This is an optimization exercise on Yosys and OpenROAD, whose aim is small area, not a production implementation. Function was checked by simulation only, so behaviour that the tests miss may differ from the original. Power and IR drop assume default switching activity.

[config.mk]
export PLATFORM = sky130hd
export DESIGN_NAME = uart_apb_master
export DESIGN_NICKNAME = uart_apb_master
export VERILOG_FILES = /design/flow/design.v
export SDC_FILE = /design/flow/constraint.sdc
export NUM_CORES = 4
export LEC_CHECK = 0
export CAP_MARGIN = 20
export CORE_MARGIN = 2
export CORE_UTILIZATION = 40
export SLEW_MARGIN = 20
[constraint.sdc]
create_clock -name core_clock -period 20.0 [get_ports {PCLK}]
set_input_delay 4.0000 -clock core_clock [delete_from_list [all_inputs] [get_ports {PCLK}]]
set_output_delay 4.0000 -clock core_clock [all_outputs]
set_load 0.01 [all_outputs]
[design.v]
module uart_rx #(
    parameter  FIFO_EA   = 0              
) (
    input  wire        rstn,
    input  wire        clk,
    input  wire        i_uart_rx,
    input  wire        o_tready,
    output reg         o_tvalid,
    output reg  [ 7:0] o_tdata,
    output reg         o_overflow
);
localparam uart_baud    = 50000000 / 115200;
localparam S_IDLE       = 4'b0001;
localparam S_START      = 4'b0010;
localparam S_SEND_BYTE  = 4'b0100;
localparam S_STOP       = 4'b1000;
reg[3:0]                state;
reg[3:0]                next_state;
reg                     rx_q0;
reg                     rx_q1;
wire                    rx_negedge;
reg                     rx_start;                        
reg[3:0]                rx_clk_edge_cnt;          		 
reg                     rx_clk_edge_level;               
reg                     rx_done;
reg[15:0]               rx_clk_cnt;
reg[15:0]               rx_div_cnt;
reg[7:0]                rx_data;
reg                     rx_over;
reg                     rx_rcv_ing;
always @ (posedge clk or negedge rstn) begin
    if (!rstn) begin
        state <= S_IDLE;
    end else begin
        state <= next_state;
    end
end
always @ (*) begin
    case (state)
        S_IDLE: begin
            if (rx_negedge) begin
                next_state = S_START;
            end else begin
                next_state = S_IDLE;
            end
        end
        S_START: begin
            if (rx_clk_edge_cnt == 4'd9) begin
                next_state = S_STOP;
            end else begin
                next_state = S_START;
            end
        end
        S_STOP: begin
            if (rx_over) begin
                next_state = S_IDLE;
            end else begin
                next_state = S_STOP;
            end
        end
        default: begin
            next_state = S_IDLE;
        end
    endcase
end
always @ (posedge clk or negedge rstn) begin
    if (!rstn) begin
        rx_q0 <= 1'b0;
        rx_q1 <= 1'b0;	
    end else begin
        rx_q0 <= i_uart_rx;
        rx_q1 <= rx_q0;
    end
end
assign rx_negedge = rx_q1 & (~rx_q0);
always @ (posedge clk or negedge rstn) begin
    if (!rstn) begin
        rx_start <= 1'b0;
    end else begin
        if (state==S_IDLE && rx_negedge) begin
            rx_start <= 1'b1;
        end else if (state==S_START && rx_clk_edge_cnt == 4'd9) begin
            rx_start <= 1'b0;
        end else if(state==S_STOP) begin
            rx_start <= 1'b0;
        end
    end
end
always @ (posedge clk or negedge rstn) begin
    if (!rstn) begin
        rx_div_cnt <= 16'h0;
    end else begin
        if (rx_start == 1'b1 && rx_clk_edge_cnt == 4'h0) begin
            rx_div_cnt <= {1'b0, uart_baud[15:1]};
        end else begin
            rx_div_cnt <= uart_baud[15:0];
        end
    end
end
always @ (posedge clk or negedge rstn) begin
    if (!rstn) begin
        rx_clk_cnt <= 16'h0;
    end else if (rx_start == 1'b1) begin
        if (rx_clk_cnt == rx_div_cnt) begin
            rx_clk_cnt <= 16'h0;
        end else begin
            rx_clk_cnt <= rx_clk_cnt + 16'h1;
        end
    end else begin
        rx_clk_cnt <= 16'h0;
    end
end
always @ (posedge clk or negedge rstn) begin
    if (!rstn) begin
        rx_clk_edge_cnt <= 4'h0;
        rx_clk_edge_level <= 1'b0;
    end else if (rx_start == 1'b1) begin
        if (rx_clk_cnt == rx_div_cnt) begin
            if (rx_clk_edge_cnt == 4'd9) begin
                rx_clk_edge_cnt <= 4'h0;
                rx_clk_edge_level <= 1'b0;
            end else begin
                rx_clk_edge_cnt <= rx_clk_edge_cnt + 4'h1;
                rx_clk_edge_level <= 1'b1;
            end
        end else begin
            rx_clk_edge_level <= 1'b0;
        end
    end else begin
        rx_clk_edge_cnt <= 4'h0;
        rx_clk_edge_level <= 1'b0;
    end
end
always @ (posedge clk or negedge rstn) begin
    if (!rstn) begin
        rx_data <= 8'h0;
        rx_over <= 1'b0;
    end else begin
        if (rx_start == 1'b1) begin
            if (rx_clk_edge_level == 1'b1) begin
                case (rx_clk_edge_cnt)
                    1: begin
                    end
                    2: begin
                        if (i_uart_rx) begin
                            rx_data <= 8'h80;
                        end else begin
                            rx_data <= 8'h0;
                        end
                    end
                    3, 4, 5, 6, 7, 8, 9: begin
                        rx_data <= {i_uart_rx, rx_data[7:1]};
                        if (rx_clk_edge_cnt == 4'h9) begin
                            rx_over <= 1'b1;
                        end
                    end
                endcase
            end
        end else begin
            rx_data <= 8'h0;
            rx_over <= 1'b0;
        end
    end
end
wire                     f_tvalid = rx_over;
wire [7:0]               f_tdata  = rx_data;
wire f_tready;
generate if (FIFO_EA <= 0) begin           
    assign       f_tready = o_tready;
    always @ (*) o_tvalid = f_tvalid;
    always @ (*) o_tdata  = f_tdata;
end else begin                             
    localparam        EA     = (FIFO_EA <= 2) ? 2 : FIFO_EA;
    reg  [7:0] buffer [ ((1<<EA)-1) : 0 ];
    localparam [EA:0] A_ZERO = {{EA{1'b0}}, 1'b0};
    localparam [EA:0] A_ONE  = {{EA{1'b0}}, 1'b1};
    reg  [EA:0] wptr;
    reg  [EA:0] wptr_d1;
    reg  [EA:0] wptr_d2;
    reg  [EA:0] rptr;
    wire [EA:0] rptr_next = (o_tvalid & o_tready) ? (rptr+A_ONE) : rptr;
    assign f_tready = ( wptr != {~rptr[EA], rptr[EA-1:0]} );
    always @ (posedge clk or negedge rstn)
        if (~rstn) begin
            wptr    <= A_ZERO;
            wptr_d1 <= A_ZERO;
            wptr_d2 <= A_ZERO;
        end else begin
            if (f_tvalid & f_tready)
                wptr <= wptr + A_ONE;
            wptr_d1 <= wptr;
            wptr_d2 <= wptr_d1;
        end
    always @ (posedge clk)
        if (f_tvalid & f_tready)
            buffer[wptr[EA-1:0]] <= f_tdata;
    always @ (posedge clk or negedge rstn)
        if (~rstn) begin
            rptr <= A_ZERO;
            o_tvalid <= 1'b0;
        end else begin
            rptr <= rptr_next;
            o_tvalid <= (rptr_next != wptr_d2);
        end
    always @ (posedge clk)
        o_tdata <= buffer[rptr_next[EA-1:0]];
end endgenerate
always @ (posedge clk or negedge rstn)
    if (~rstn)
        o_overflow <= 1'b0;
    else
        o_overflow <= (f_tvalid & (~f_tready));
endmodule
module uart_tx #(
    parameter  FIFO_EA                   = 0            
) (
    input  wire                    rstn,
    input  wire                    clk,
    output wire                    o_tready,
    input  wire                    i_tvalid,
    input  wire [8-1:0]            i_tdata,
    input  wire [1-1:0]            i_tkeep,
    input  wire                    i_tlast,
    output wire                    o_uart_tx
);
wire                    f_tready;
reg                     f_tvalid;
reg  [8-1:0]            f_tdata;
reg  [  1-1:0]          f_tkeep;
reg                     f_tlast;
generate if (FIFO_EA <= 0) begin           
    assign       o_tready = f_tready;
    always @ (*) f_tvalid = i_tvalid;
    always @ (*) f_tdata  = i_tdata;
    always @ (*) f_tkeep  = i_tkeep;
    always @ (*) f_tlast  = i_tlast;
end else begin                             
    localparam        EA     = (FIFO_EA<=2) ? 2 : FIFO_EA;
    localparam        DW     = ( 1 + 1 + 8 );      
    reg  [DW-1:0] buffer [ ((1<<EA)-1) : 0 ];
    localparam [EA:0] A_ZERO = {{EA{1'b0}}, 1'b0};
    localparam [EA:0] A_ONE  = {{EA{1'b0}}, 1'b1};
    reg  [EA:0] wptr;
    reg  [EA:0] wptr_d1;
    reg  [EA:0] wptr_d2;
    reg  [EA:0] rptr;
    wire [EA:0] rptr_next = (f_tvalid & f_tready) ? (rptr+A_ONE) : rptr;
    assign o_tready = ( wptr != {~rptr[EA], rptr[EA-1:0]} );
    always @ (posedge clk or negedge rstn)
        if (~rstn) begin
            wptr    <= A_ZERO;
            wptr_d1 <= A_ZERO;
            wptr_d2 <= A_ZERO;
        end else begin
            if (i_tvalid & o_tready)
                wptr <= wptr + A_ONE;
            wptr_d1 <= wptr;
            wptr_d2 <= wptr_d1;
        end
    always @ (posedge clk)
        if (i_tvalid & o_tready)
            buffer[wptr[EA-1:0]] <= {i_tlast, i_tkeep, i_tdata};
    always @ (posedge clk or negedge rstn)
        if (~rstn) begin
            rptr <= A_ZERO;
            f_tvalid <= 1'b0;
        end else begin
            rptr <= rptr_next;
            f_tvalid <= (rptr_next != wptr_d2);
        end
    always @ (posedge clk)
        {f_tlast, f_tkeep, f_tdata} <= buffer[rptr_next[EA-1:0]];
end endgenerate
localparam uart_baud    = 50000000 / 115200;
localparam S_IDLE       = 4'b0001;
localparam S_START      = 4'b0010;
localparam S_SEND_BYTE  = 4'b0100;
localparam S_STOP       = 4'b1000;
reg[3:0]                state;
reg[3:0]                next_state;
reg[15:0]               cycle_cnt;
reg                     tx_bit;
reg[3:0]                bit_cnt;
assign f_tready = state==S_STOP && next_state==S_IDLE;
always @ (posedge clk or negedge rstn) begin
    if (!rstn) begin
        state <= S_IDLE;
    end else begin
        state <= next_state;
    end
end
always @ (*) begin
    case (state)
        S_IDLE: begin
            if (f_tvalid) begin
                next_state = S_START;
            end else begin
                next_state = S_IDLE;
            end
        end
        S_START: begin
            if (cycle_cnt == uart_baud[15:0]) begin
                next_state = S_SEND_BYTE;
            end else begin
                next_state = S_START;
            end
        end
        S_SEND_BYTE: begin
            if ((cycle_cnt == uart_baud[15:0]) & (bit_cnt == 4'd7)) begin
                next_state = S_STOP;
            end else begin
                next_state = S_SEND_BYTE;
            end
        end
        S_STOP: begin
            if (cycle_cnt == uart_baud[15:0]) begin
                next_state = S_IDLE;
            end else begin
                next_state = S_STOP;
            end
        end
        default: begin
            next_state = S_IDLE;
        end
    endcase
end
always @ (posedge clk or negedge rstn) begin
    if (!rstn) begin
        cycle_cnt <= 16'h0;
    end else begin
        if (state == S_IDLE) begin
            cycle_cnt <= 16'h0;
        end else begin
            if (cycle_cnt == uart_baud[15:0]) begin
                cycle_cnt <= 16'h0;
            end else begin
                cycle_cnt <= cycle_cnt + 16'h1;
            end
        end
    end
end
always @ (posedge clk or negedge rstn) begin
    if (!rstn) begin
        bit_cnt <= 4'h0;
    end else begin
        case (state)
            S_IDLE: begin
                bit_cnt <= 4'h0;
            end
            S_SEND_BYTE: begin
                if (cycle_cnt == uart_baud[15:0]) begin
                    bit_cnt <= bit_cnt + 4'h1;
                end
            end
        endcase
    end
end
always @ (posedge clk or negedge rstn) begin
    if (!rstn) begin
        tx_bit <= 1'b0;
    end else begin
        case (state)
            S_IDLE, S_STOP: begin
                tx_bit <= 1'b1;
            end
            S_START: begin
                tx_bit <= 1'b0;
            end
            S_SEND_BYTE: begin
                tx_bit <= f_tdata[bit_cnt];
            end
        endcase
    end
end
assign o_uart_tx = tx_bit;
endmodule
module uart_apb_master(
input wire PCLK,
input wire PRESETn,
output wire o_uart_tx,
input wire i_uart_rx,
output reg PSEL,
output reg PENABLE,
output reg PWRITE,
input wire PREADY,
input wire PSLVERR,
output reg [31:0] PADDR,
output reg [31:0] PWDATA,
input wire [31:0] PRDATA
);
        parameter MASTER_RESPONCE_CNT = 9;   
            localparam      [ 1:0] APB_IDLE     = 2'd0;
            localparam      [ 1:0] APB_SETUP  	= 2'd1;
            localparam      [ 1:0] APB_ENABLE 	= 2'd2;
            localparam      [ 1:0] APB_FINISH   = 2'd3;
        wire                    rx_valid;
        wire [ 7:0]             rx_byte;
        wire                    rx_char_w  = (rx_valid && (rx_byte == 8'h57 || rx_byte == 8'h77));     
        wire                    rx_char_r  = (rx_valid && (rx_byte == 8'h52 || rx_byte == 8'h72));     
        wire                    rx_is_hex  = (rx_valid && ((rx_byte>=8'h30 && rx_byte<=8'h39) || (rx_byte>=8'h41 && rx_byte<=8'h46) || (rx_byte>=8'h61 && rx_byte<=8'h66)));     
        wire [3:0] 		   	    rx_hex     = (rx_byte>=8'h30 && rx_byte<=8'h39) ? rx_byte[3:0] : (rx_byte[3:0] + 4'd9);        
        reg             [ 2:0]  apb_c_state,apb_n_state  ;
        reg                   user_w;		     
        reg                   user_r;  	         
        reg  [31:0]           user_addr;	     
        reg  [31:0]           user_wdata;	     
        reg  [31:0]           user_rdata;        
        reg  [31:0] 		  user_wcnt;	     
        reg  [3 :0]           maseter_rcnt;      
          wire user_valid = apb_c_state == APB_IDLE;
            always @(posedge PCLK or negedge PRESETn) begin
                if (!PRESETn) begin
                    user_wcnt <= 0;
                end else if(apb_c_state==APB_FINISH) begin
                    user_wcnt <= 0;
                end else if(rx_valid) begin	
                    user_wcnt <= user_wcnt + 1;
                end else begin
                    user_wcnt <= user_wcnt;  
                end
            end
            always @(posedge PCLK or negedge PRESETn) begin
                if (!PRESETn) begin
                    user_w <= 0;
                end else if(apb_c_state==APB_FINISH && maseter_rcnt == MASTER_RESPONCE_CNT) begin
                    user_w <= 0;
                end else if(apb_c_state==APB_IDLE && rx_char_w) begin
                    user_w <= 1;
                end	else begin
                    user_w <= user_w;  
                end
            end
            always @(posedge PCLK or negedge PRESETn) begin
                if (!PRESETn) begin
                    user_r <= 0;
                end else if(apb_c_state==APB_FINISH && maseter_rcnt == MASTER_RESPONCE_CNT) begin
                    user_r <= 0;
                end else if(apb_c_state==APB_IDLE && rx_char_r) begin
                    user_r <= 1;
                end else begin
                    user_r <= user_r;  
                end
            end
            always @(posedge PCLK or negedge PRESETn) begin
                if (!PRESETn) begin
                    user_addr <= 0;
                end else if(apb_c_state==APB_FINISH && maseter_rcnt == MASTER_RESPONCE_CNT) begin
                    user_addr <= 0;
                end else if(user_wcnt>=1 && user_wcnt<9 && rx_is_hex) begin
                    user_addr <= user_addr<<4 | {28'b0,rx_hex[3:0]};
                end	else begin
                    user_addr <= user_addr;	 
                end
            end
            always @(posedge PCLK or negedge PRESETn) begin
                if (!PRESETn) begin
                    user_wdata <= 0;
                end else if(apb_c_state==APB_FINISH && maseter_rcnt == MASTER_RESPONCE_CNT) begin
                    user_wdata <= 0;
                end else if(user_w && user_wcnt>=9 && user_wcnt<17 && rx_is_hex) begin
                    user_wdata <= user_wdata<<4 | {28'b0,rx_hex[3:0]};		
                end else begin
                    user_wdata <= user_wdata;  
                end
            end
            wire rx_w_rcv_end = user_w && user_wcnt==17;
            wire rx_r_rcv_end = user_r && user_wcnt==9;
            always @(posedge PCLK or negedge PRESETn) begin
                if (!PRESETn) begin
                    apb_c_state <= APB_IDLE;
                end else begin
                    apb_c_state <= apb_n_state;
                end
            end
            always @(*) begin
                case (apb_c_state)
                    APB_IDLE: begin
                        if (rx_w_rcv_end | rx_r_rcv_end) begin
                            apb_n_state = APB_SETUP;
                        end else begin
                            apb_n_state = APB_IDLE;
                        end
                    end
                    APB_SETUP: begin
                        apb_n_state = APB_ENABLE;
                    end
                    APB_ENABLE: begin
                        if (PENABLE && PREADY) begin
                            apb_n_state = APB_FINISH;
                        end else begin
                            apb_n_state = APB_ENABLE;
                        end
                    end
                    APB_FINISH: begin				 
                        if(maseter_rcnt == MASTER_RESPONCE_CNT)   apb_n_state = APB_IDLE;
                        else                    apb_n_state = APB_FINISH;
                    end
                    default: begin
                        apb_n_state = APB_IDLE;
                    end
                endcase
            end
            always @(posedge PCLK) begin
                if (!PRESETn) begin
                    PSEL     <= 0;
                    PENABLE  <= 0;
                    PWRITE   <= 0;
                    PADDR    <= 0;
                    PWDATA   <= 0;
                end else begin
                    case (apb_c_state)
                        APB_IDLE: begin
                            PSEL    <= 0;
                            PENABLE <= 0;
                        end
                        APB_SETUP: begin
                            PSEL   <= 1;
                            PWRITE <= user_w;
                            PADDR  <= user_addr;
                            if (user_w) begin
                                PWDATA <= user_wdata;
                            end	else begin
                                PWDATA <= 0;
                            end
                        end
                        APB_ENABLE: begin
                            if (PENABLE && PREADY) begin
                                PENABLE <= 0;
                                PSEL    <= 0;
                            end else begin
                                PENABLE <= 1;
                            end
                        end
                        APB_FINISH: begin
                            PENABLE <= 0;
                            PSEL <= 0;
                        end
                        default: begin
                            PSEL <= 0;
                            PENABLE <= 0;
                        end
                    endcase
                end
            end
            always @(posedge PCLK) begin
                if (!PRESETn) begin
                    user_rdata <= 0;
                end else if (user_r && PSEL & PENABLE & PREADY) begin
                    user_rdata <= PRDATA;
                end	else begin
                    user_rdata <= user_rdata;
                end
            end 
            reg 			tx_valid;	 
            reg [7:0] 		tx_byte; 	 
            wire 			tx_ready;	 
            always @(posedge PCLK or negedge PRESETn)begin
                if(!PRESETn)begin
                    maseter_rcnt <= 0;
                end else begin
                    if(tx_ready && apb_c_state == APB_FINISH)   maseter_rcnt <= maseter_rcnt + 1;
                    else if(apb_c_state == APB_IDLE)            maseter_rcnt <= 0;
                    else                                    maseter_rcnt <= maseter_rcnt;
                end
            end
            always @(posedge PCLK) begin
                if (!PRESETn) begin
                    tx_valid     <= 0;
                end else if(apb_c_state==APB_IDLE) begin 
                    tx_valid     <= 0;
                end else if(apb_c_state==APB_FINISH) begin
                    tx_valid     <= 1;
                end	else begin
                    tx_valid 	<= 0;
                end
            end 
            always @(posedge PCLK or negedge PRESETn) begin
                if(!PRESETn) begin
                    tx_byte <= 0;
                end else begin
                    case(maseter_rcnt)
                        0: tx_byte <= (user_w ? 8'h77 : 8'h72);  
                        1: tx_byte <= (user_w ? user_wdata[31:28] : user_rdata[31:28]) + ((user_w ? user_wdata[31:28] : user_rdata[31:28]) < 4'd10 ? 8'h30 : 8'h37);
                        2: tx_byte <= (user_w ? user_wdata[27:24] : user_rdata[27:24]) + ((user_w ? user_wdata[27:24] : user_rdata[27:24]) < 4'd10 ? 8'h30 : 8'h37);
                        3: tx_byte <= (user_w ? user_wdata[23:20] : user_rdata[23:20]) + ((user_w ? user_wdata[23:20] : user_rdata[23:20]) < 4'd10 ? 8'h30 : 8'h37);
                        4: tx_byte <= (user_w ? user_wdata[19:16] : user_rdata[19:16]) + ((user_w ? user_wdata[19:16] : user_rdata[19:16]) < 4'd10 ? 8'h30 : 8'h37);
                        5: tx_byte <= (user_w ? user_wdata[15:12] : user_rdata[15:12]) + ((user_w ? user_wdata[15:12] : user_rdata[15:12]) < 4'd10 ? 8'h30 : 8'h37);
                        6: tx_byte <= (user_w ? user_wdata[11:8]  : user_rdata[11:8])  + ((user_w ? user_wdata[11:8]  : user_rdata[11:8])  < 4'd10 ? 8'h30 : 8'h37);
                        7: tx_byte <= (user_w ? user_wdata[7:4]   : user_rdata[7:4])   + ((user_w ? user_wdata[7:4]   : user_rdata[7:4])   < 4'd10 ? 8'h30 : 8'h37);
                        8: tx_byte <= (user_w ? user_wdata[3:0]   : user_rdata[3:0])   + ((user_w ? user_wdata[3:0]   : user_rdata[3:0])   < 4'd10 ? 8'h30 : 8'h37);
                        9: tx_byte <= 8'h24;     
                    endcase
                end
            end
  uart_rx #(
.FIFO_EA(4)
) 
uart_rx1(
    .clk(PCLK),
    .rstn(PRESETn),
    .i_uart_rx(i_uart_rx),
    .o_tready(user_valid),
    .o_tvalid(rx_valid),
    .o_tdata(rx_byte),
    .o_overflow()
);
  uart_tx #(
.FIFO_EA(4)
) 
uart_tx2(
    .clk(PCLK),
    .rstn(PRESETn),
    .i_tvalid(tx_valid),
    .i_tdata(tx_byte),
    .i_tkeep(1'b0),
    .i_tlast(1'b0),
    .o_uart_tx(o_uart_tx),
    .o_tready(tx_ready)
);
endmodule     
[run.sh]
#!/bin/bash
# synth_recipe.tcl (not shown) runs the flow's synth.tcl, then flattens the netlist and writes it again
# the make line also repeats each setting of config.mk as NAME=value (left out here)
make -C /OpenROAD-flow-scripts/flow DESIGN_CONFIG=/design/flow/config.mk WORK_HOME=/design/flow/orfs CLKGATE_MAP_FILE= SYNTH_SCRIPT=/design/flow/synth_recipe.tcl finish
==> summary.txt <==
* Status: complete, no violations
* Post-CTS Setup Repair Bufs at 0
* Syn_nets at 2373
* Placed cells at 3152
* Worst Setup SP: uart_tx2.tx_bit
* Yosys warnings at 3
* Cts repair resizes at 0
* Slew Limit Fails at 0
* Clock skew at approximately 0.031 ns
* Synth cell types at ~80
* Starting Density at between 40 and 50%
* Routed wire per std cell at 18.7 microns
* Reg-to-reg critical path endpoint: tx_byte[3]
* Tcrit/Tclk final at between 20% and 30%
* RSZ-0062 raised after global routing: false
* Synth Instances at 2287
* CP Data Required Time at 16.00 ns
* Die width at 262 microns
* Final min period at 5.65 ns
* FF-to-FF setup slack at ~16 ns
* Synth area leaders: edfxtp_1 (27%), dfrtp_1 (20%), mux2i_1 (9.7%), dfxtp_1 (8.7%), nand2_1 (3.6%)
* TritonRoute pass-1 iters at 5
* Top-count cell post-synth: mux2i_1
* GRT Overall Usage at 17.9%
* Antenna-violating nets left at 0
* Via count at 17400
* Largest net degree at the start of global routing at 164
* Number of synthesized register bits at 572
* Final RePlAce weighted congestion at around 0.92
* Placed instance area at 28400 sq um
* Commonest cells post-synth: mux2i_1 (258), nand2_1 (254), edfxtp_1 (240)
* Worst hold path stage count at 0
* Synth async-reset ratio at a little under two fifths
* H-tree depth at 2
* First-pass GRT wire length at ~97000 microns
* Setup Viol. Count Final at 0
* Leakage at 11.6 nW
* Hold Path Class: flip-flop to flip-flop
* Slowest Stage Delay on Critical Path at 0.61 ns
* PortBufs at 103
* Max Fanout on Critical Path at 4
* Worst-Skew Late Latency at 0.64 ns
* DRC at 0
* Drt via density at roughly 5.3
* Root buffer cell: clkbuf_16
* Area of the die at 68600 sq um
* CP Launch Type: flip-flop
* Slew @ Worst Pin at 1.08 ns
* CTS Buf Count at 59
* Reg2Reg Depth at 10
* Routed wire length at 61100 microns
* VDD IR max at 0.0699 mV
* Synthesized area per cell at approximately 12 sq um
* Number of global-route vias before repair at 17400
* R2r startpoint: user_w
* Syn-to-layout area delta at 15.4%
* Die height at 262 microns
* GRT overflow at 0
* Initial antenna violation count at 0
* Maximum clock rate at 0.177 GHz
* CTS max path bufs at 3
* WS Path Type: flip-flop to output port
* Hold path start: uart_tx2.genblk1.wptr_d1[4]
* I/O pin cnt at 105
* CP max-delay cell: clkdlybuf4s50_1
* CP bufs+invs at 1
* Post-synth top area share at 27.1%
* Layout cells sized above 1 at 8.16%
* # diodes at 0
* Final core utilization at 46.7%
* Setup ws final at 14.35 ns
* CTS tree: yes
* Non-filler cells, final at 3267
* # rows at 94
* Seq/Total Area, Yosys at roughly 56%
* Max-Cap Viols at 0
* Worst-path cell chain: clkdlybuf4s50_1
* Prevailing post-synth register cell: edfxtp_1
* CTS Hold Bufs at 0
* Hold Path Sink: uart_tx2.genblk1.wptr_d2[4]
* Initial DRC Count at 1188
* Post-synth EDFFs at 240
* CP top delay family: buffers and inverters
* Slew margin rel. at 28.0%
* CP endpoint kind: output port
* Hold Vio Cnt, Final at 0
* Setup_tns at 0 ns
* Core Box Area at 65700 sq um
* CTS clk-pin slew, worst paths at 0.06 ns
* Dpl ws at 14.18 ns
* Cell area after synthesis at around 27000 sq um
* PD cells at 94.5 nW/um^2
* Final net count at 2438
* Sink Count at 572
* HPWL Detailed at 40500 microns
* Final instance area at 30700 sq um
* Leading area contributor after synthesis: edfxtp_1
* Worst EP arrival at 1.65 ns
layer usage:
| metal | up-vias | global-route usage (%) | share of wire [%] |
|---|---|---|---|
| met5 | - | 0 | 0 |
| met4 | 0 | 4.55 | 2.0 |
| met1 | 8739 | 24.5 | 46 |
| met3 | 80 | 2.62 | 3.8 |
| li1 | 8372 | - | - |
| met2 | 255 | 29.8 | 48 |
flip-flops by register name (all words and copies together), names as in the netlist, 5 cells and up:
register and count:
uart_rx1.rx_data 8, uart_rx1.genblk1.rptr 5, uart_tx2.genblk1.wptr_d2 5, uart_tx2.genblk1.wptr 5, user_rdata 32, uart_tx2.genblk1.wptr_d1 5, uart_tx2.genblk1.rptr 5, uart_rx1.rx_clk_cnt 16
uart_rx1.o_tdata 8, tx_byte 7, PADDR 32, PWDATA 32, uart_tx2.cycle_cnt 16, user_wdata 32, uart_rx1.genblk1.wptr 5, uart_tx2.genblk1.buffer 112
uart_rx1.genblk1.buffer 128, user_wcnt 32, uart_tx2.f_tdata 7, uart_rx1.genblk1.wptr_d2 5, user_addr 32, uart_rx1.genblk1.wptr_d1 5
layout make-up:
| cell class | instances | area [sq um] |
|---|---|---|
| Clock buffer | 78 | 1710 |
| Clock inverter | 34 | 509 |
| Fill cell | 5870 | 35100 |
| Inverter | 56 | 210 |
| Multi-Input combinational cell | 1538 | 11000 |
| Sequential cell | 572 | 14900 |
| Tap cell | 864 | 1080 |
| Timing Repair Buffer | 125 | 1240 |
power by group:
part           total (W)  switching, W  internal, W
registers        0.00139     0.0000934      0.00130
logic           0.000286      0.000177     0.000109
clock network    0.00122      0.000471     0.000747
total            0.00290      0.000741      0.00216
per-stage QoR:
stage | hold slack, ns | total power [W]
floorplan | 0.331 | 0.00159
global placement | 0.332 | 0.00169
finish | 0.345 | 0.00290
CTS | 0.346 | 0.00293
detailed placement | 0.336 | 0.00170
global route | 0.353 | 0.00302
worst max path at each step:
| stage | slack [ns] | cells past startpoint | endpoint |
|---|---|---|---|
| final | 14.35 | 1 | o_uart_tx |
| after global routing | 14.28 | 1 | o_uart_tx |
| after CTS | 14.27 | 1 | o_uart_tx |
| after detailed placement | 14.18 | 3 | tx_valid |
| after global placement | 14.21 | 3 | tx_valid |
| after floorplan | 15.15 | 5 | user_rdata[10] |
cell usage in the layout (no fill, tap or decap), drive strengths merged, types with 6 or more instances in the layout:
cell type	netlist	routed
o21ai	58	58
nor4	16	16
edfxtp	240	240
bufinv	0	11
clkinv	0	18
o211ai	20	20
nor3	27	27
dfxtp	115	115
a32oi	7	7
fa	8	8
ha	41	41
a22o	7	7
and2	36	36
nand2	254	254
nor4b	9	9
inv	56	58
clkdlybuf4s50	0	102
and4	13	13
xnor2	45	45
nor3b	6	6
a211oi	12	12
buf	47	23
mux2i	259	259
or3	9	9
nor2b	24	24
nand2b	16	16
dfrtp	215	215
nand3	71	71
xor2	58	58
a21oi	52	52
clkbuf	74	78
nand4	31	31
and3	20	20
nor2	186	186
mux2	22	22
a21o	6	6
o22ai	7	7
mux4	23	23
a22oi	51	51
a21boi	89	89
cell families (layout without fill, tap and decap cells):
logic type | count (synthesis) | in the layout | share of synthesized area, %
and+or+nand+nor | 733 | 733 | 13.2
xor gates and xnor gates | 103 | 103 | 3.49
DFF | 572 | 572 | 56.2
other | 1 | 1 | 0.0141
muxes | 304 | 304 | 12.7
adders and majority gates | 49 | 49 | 2.53
buffers and inverters | 177 | 293 | 2.88
AOI/OAI and AO/OA | 348 | 348 | 8.99

## static timing again, ports no longer ideal
No port has a modelled driver above. Below, the same layout with a new extraction and two added sets of constraints. Step 1: set_driving_cell puts a clkbuf_16 on PCLK and a buf_2 on each other input, an assumption about the parent block. Step 2, shift: input delay + t, output delay - t, t = (earliest + latest rising clock arrival at the registers) / 2. This alone moves slack from input paths to output paths. Slacks: ideal / step 1 / step 2; pairs: ideal / step 1.
t, ns: 0.689
slack for setup (ns): 14.348 / 14.288 / 14.302
worst setup path at the end: input to register
latest minus earliest clock arrival (ns): 0.031 / 0.031
worst data-port slew with drivers (ns): 0.07
After both steps setup and hold are still met in this run. For this run, drivers alone change the setup slack by -0.060 ns; drivers and shift together by -0.046 ns.
